Source: an optimization exercise on an open RTL-to-GDS flow (aim: small area and a short achievable clock period). Production flows keep margins and buffers that such runs may drop. RTL that was checked went through simulation tests only; none was proved equivalent to the original. No activity file was given, so power comes from the tool's default toggle rates.

## run 1
// alu16bit
module alu16bit (
  input clk,
  input reset,
  input [2:0] operation,
  input [15:0] operand_A,
  input [15:0] operand_B,
  output reg [31:0] result,
  output reg carry_flag,
  output reg zero_flag
);
export LEC_CHECK = 0
export ABC_AREA = 1
export CAP_MARGIN = 20
export CORE_MARGIN = 2
export CORE_UTILIZATION = 40
export GPL_TIMING_DRIVEN = 0
export SETUP_SLACK_MARGIN = 0.5
export SLEW_MARGIN = 20
export SYNTH_HIERARCHICAL = 1
create_clock -name core_clock -period 7.2 [get_ports {clk}]
standard.sh (not shown) runs the stock make flow with config.mk's settings and CLKGATE_MAP_FILE= SYNTH_SCRIPT=/design/flow/synth_recipe.tcl, a recipe that flattens the netlist after the stock synthesis.
==> flow/flow/run.sh <==
#!/bin/bash
# The standard layout, with the port buffers made of plain buffers (sky130
# buf_1, which the resizer may upsize) instead of the delay-cell buffers that
# buffer_ports picks by default.
set -euo pipefail
export BUFFER_PORTS_ARGS="-buffer_cell sky130_fd_sc_hd__buf_1"
bash standard.sh > standard.log 2>&1
Run 1: flow completed, timing, DRC and antenna clean
### run 1 -> run 2
# run 1
export LEC_CHECK = 0
export ABC_AREA = 1
export CAP_MARGIN = 20
export CORE_MARGIN = 2
export CORE_UTILIZATION = 40
export GPL_TIMING_DRIVEN = 0
export SETUP_SLACK_MARGIN = 0.5
export SLEW_MARGIN = 20
export SYNTH_HIERARCHICAL = 1
create_clock -name core_clock -period 7.2 [get_ports {clk}]
# run 2
export LEC_CHECK = 0
export ABC_AREA = 1
export CAP_MARGIN = 20
export CORE_MARGIN = 2
export CORE_UTILIZATION = 40
export GPL_TIMING_DRIVEN = 0
export SLEW_MARGIN = 20
export SYNTH_HIERARCHICAL = 1
create_clock -name core_clock -period 7.2 [get_ports {clk}]
Results
Run 2 finished every step from synthesis to the final layout, and the layout passed the timing, design-rule and antenna checks. From run 1 to run 2 the numbers moved as follows: peak ir drop on the vdd network saw a decrease, cell area after layout saw a decrease, cell count saw a decrease, highest achievable clock rate saw a decrease, total global routing overflow saw little to no change. Run 1 -> run 2: power density over the cells decreased by a few percent. Run 2 vs run 1 — growth of design area from synthesis to finish dropped 6.5 points. Run 1 → run 2: first-pass GRT wire length moved down; total power decreased about 9%; combined global-route utilization of all metal layers -0.18 points.
[inputs] run 3 vs run 2
# run 2
export LEC_CHECK = 0
export ABC_AREA = 1
export CAP_MARGIN = 20
export CORE_MARGIN = 2
export CORE_UTILIZATION = 40
export GPL_TIMING_DRIVEN = 0
export SLEW_MARGIN = 20
export SYNTH_HIERARCHICAL = 1
create_clock -name core_clock -period 7.2 [get_ports {clk}]
# run 3
export LEC_CHECK = 0
export ABC_AREA = 1
export CAP_MARGIN = 20
export CORE_MARGIN = 2
export CORE_UTILIZATION = 40
export GPL_TIMING_DRIVEN = 0
export SETUP_SLACK_MARGIN = 1.0
export SLEW_MARGIN = 20
export SYNTH_HIERARCHICAL = 1
create_clock -name core_clock -period 7.2 [get_ports {clk}]
Findings:
The flow did not stop early for run 3: all stages ran, and the layout cleared the timing, design-rule and antenna checks. Sort run 2 and run 3 by final cycle utilization of the critical path asc -> top: run 3. Run 3 vs run 2, final critical delay including setup and external delays went down by 470 ps. Run 3 — combinational share of power 5.2 points higher, run 2 as reference. Against run 2, run 3 reports a per-cell routed wire length that is higher. The total stage count of the critical path in run 3 sits 1 below the value recorded for run 2.
Function was not checked in any run of this note: the RTL went through the layout flow alone.

* * *

alu16bit, a different RTL version from the one above (not shown whole).
Size in the first run: about 71 I/O pins.
Design alu16bit, start of the top module:
module alu16bit (
  input clk,
  input reset,
  input [2:0] operation,
  input [15:0] operand_A,
  input [15:0] operand_B,
  output reg [31:0] result,
  output reg carry_flag,
  output reg zero_flag
);
clock: 7.2 ns
lec_check: 0
abc_area: 0
cap_margin: 20
core_margin: 2
core_utilization: 40
gpl_timing_driven: 0
setup_slack_margin: 0.4
slew_margin: 20
synth_hierarchical: 1
Scripts as last shown in full above: flow/flow/run.sh
The first run completed without violations.
Rerun with:
- CORE_UTILIZATION: 40 -> 55
- SETUP_SLACK_MARGIN: 0.4 -> 0.5
Effect:
- power grows by 4.9%
- routed wire length climbs by 1.4%
- design area climbs by 1.5%
- worst setup slack gets better by 0.070 ns
- clock power went up by about 6%
- area after synthesis stays the same
- final cell count is lower by 6.8%
- synthesized cell count is unchanged
Rerun with:
- CORE_UTILIZATION: 55 -> 40
- SETUP_SLACK_MARGIN: 0.5 -> 0.3
Wire length decreases slightly.
Utilization decreases by 18 points.
Worst hold slack improved by 0.016 ns.
Power decreases by a few percent.
Sequential share of layout area increases by 0.21 points.
Via count is about the same.
Sequential power stays flat.
Rerun with:
- SETUP_SLACK_MARGIN: 0.3 -> 0.5
What happened:
- hold slack degrades by 0.012 ns
- global-route usage is about the same
- routed wire length increases by 0.60%
- critical path depth is unchanged
- setup slack gets better by 0.23 ns
Rerun with:
- GPL_TIMING_DRIVEN: 0 -> 1
=> The changed run passed the timing, design-rule and antenna checks; total power grows by 5.1%; via count barely changes; cell area is higher by 1.6%; worst setup slack got worse by 0.011 ns; area after synthesis stays the same; clock power came out higher by 17%; fmax is about the same; core utilization rises by 0.74 points.

* * *

## JK
Starting RTL as in the previous note.
==> flow/config.mk <==
export PLATFORM = sky130hd
export DESIGN_NAME = alu16bit
export DESIGN_NICKNAME = alu16bit
export VERILOG_FILES = /design/flow/design.v
export SDC_FILE = /design/flow/constraint.sdc
export NUM_CORES = 4
export LEC_CHECK = 0
export ABC_AREA = 0
export CAP_MARGIN = 20
export CORE_MARGIN = 2
export CORE_UTILIZATION = 40
export GPL_TIMING_DRIVEN = 0
export SETUP_SLACK_MARGIN = 0.2
export SLEW_MARGIN = 20
export SYNTH_HIERARCHICAL = 1
==> flow/constraint.sdc <==
create_clock -name core_clock -period 7.2 [get_ports {clk}]
set_input_delay 1.4400 -clock core_clock [delete_from_list [all_inputs] [get_ports {clk}]]
set_output_delay 1.4400 -clock core_clock [all_outputs]
set_load 0.01 [all_outputs]
Scripts as last shown in full above: flow/flow/run.sh
diff inputs: JK => MS
- changing SETUP_SLACK_MARGIN from 0.2 to 0.8
Changes observed in MS relative to JK: arrival time at the worst endpoint now smaller, met1 routing resource usage after global routing now smaller, post-CTS setup-driven buffer insertion count now larger. MS vs. JK: number of global-route vias before repair went up 5.8%; utilization went up 6.4 points; critical path depth went up 2.
#### Input delta (AL over MS)
- putting TNS_END_PERCENT at 50 where nothing was set
- swapping 0.8 for 0.5 in SETUP_SLACK_MARGIN
Results
- Relative to MS, number of ordinary and repair buffers in the finished layout decreased by 43 in AL.
- Summary: final worst setup slack, AL worse than MS
- Number of cells on the worst hold path: MS vs AL identical
- Routed length on met3 in AL vs MS: down 12%
- Hold slack sits higher in AL than in MS.
- AL vs. MS: critical path depth went down by 3.
- Re final period utilization: MS and AL aren't equal, and the lower value belongs to MS.
Input-level comparison between TR and AL:
- TNS_END_PERCENT: 50 -> unset
- SETUP_SLACK_MARGIN: 0.5 -> 0.6
## What came out
TR finished every stage and its layout cleared the timing, design-rule and antenna checks. Compared with AL, in TR relative contribution of combinational cells to total power went up; global-route usage now sits higher; utilization after layout increased 0.86 points. Diff AL..TR | sequential share of cell area | negligible. TR has more setup slack than AL. Delta (TR minus AL): number of cells in the finished layout apart from fillers roughly the same, detailed-router iteration count before antenna repair lower, final cycle utilization of the critical path lower.
The inputs of PW differ from those of TR as listed below.
- swapping 0.6 for 0.5 in SETUP_SLACK_MARGIN
- putting TNS_END_PERCENT at 0 where nothing was set
Results
- Both conditions hold for PW: the flow ran to the end and the final layout passed the timing, design-rule and antenna checks.
- Per the comparison of PW with TR, met2 wire length went down by about 3%; total detailed-routing wirelength down 2.1%; clock tree cell share of total cell area about even.
- Looking at share of post-route cells with drive strength above 1, PW sits 1.3 points lower than TR does.
- PW vs. TR: share of power burned in combinational logic went down by 1.3 points.

[what the ideal ports hide]
How much do the figures lean on ideal ports? The routed layouts below were timed once more, with nothing changed but the port constraints.
Step 1 (the two cells are an assumption about what drives the block):
set clk [get_ports {clk}]
set_driving_cell -lib_cell sky130_fd_sc_hd__clkbuf_16 $clk
set_driving_cell -lib_cell sky130_fd_sc_hd__buf_2 [delete_from_list [all_inputs] $clk]
Step 2, shift: input delay + t, output delay - t, t = (earliest + latest rising clock arrival at the registers) / 2. This alone moves slack from input paths to output paths.
Three values: ideal ports, drivers, drivers and shift; two values: the first two.
run	t, ns	slack for setup (ns)	slew at the worst register clock pin (ns)	cell pins on the clock port's net
run 1	0.351	0.483 / 0.474 / 0.123	0.09 / 0.09	1
run 2	0.354	0.233 / 0.251 / -0.103	0.08 / 0.08	1
run 3	0.351	0.701 / 0.678 / 0.328	0.08 / 0.08	1
the first run of note 2	0.335	0.600 / 0.622 / 0.288	0.06 / 0.06	1
the second run of note 2	0.328	0.670 / 0.682 / 0.355	0.07 / 0.07	1
the third run of note 2	0.335	0.483 / 0.505 / 0.170	0.06 / 0.06	1
the fourth run of note 2	0.340	0.709 / 0.731 / 0.391	0.06 / 0.06	1
the fifth run of note 2	0.340	0.698 / 0.721 / 0.381	0.06 / 0.06	1
JK	0.336	0.447 / 0.465 / 0.129	0.06 / 0.06	1
MS	0.335	0.834 / 0.834 / 0.499	0.07 / 0.07	1
AL	0.340	0.709 / 0.731 / 0.391	0.06 / 0.06	1
TR	0.336	0.758 / 0.771 / 0.435	0.06 / 0.06	1
PW	0.340	0.709 / 0.731 / 0.391	0.06 / 0.06	1
Met with ideal ports but missed after step 2: setup timing in run 2. The setup slack of run 3, which loses most, moves by -0.023 ns with the drivers and by -0.373 ns with both steps.
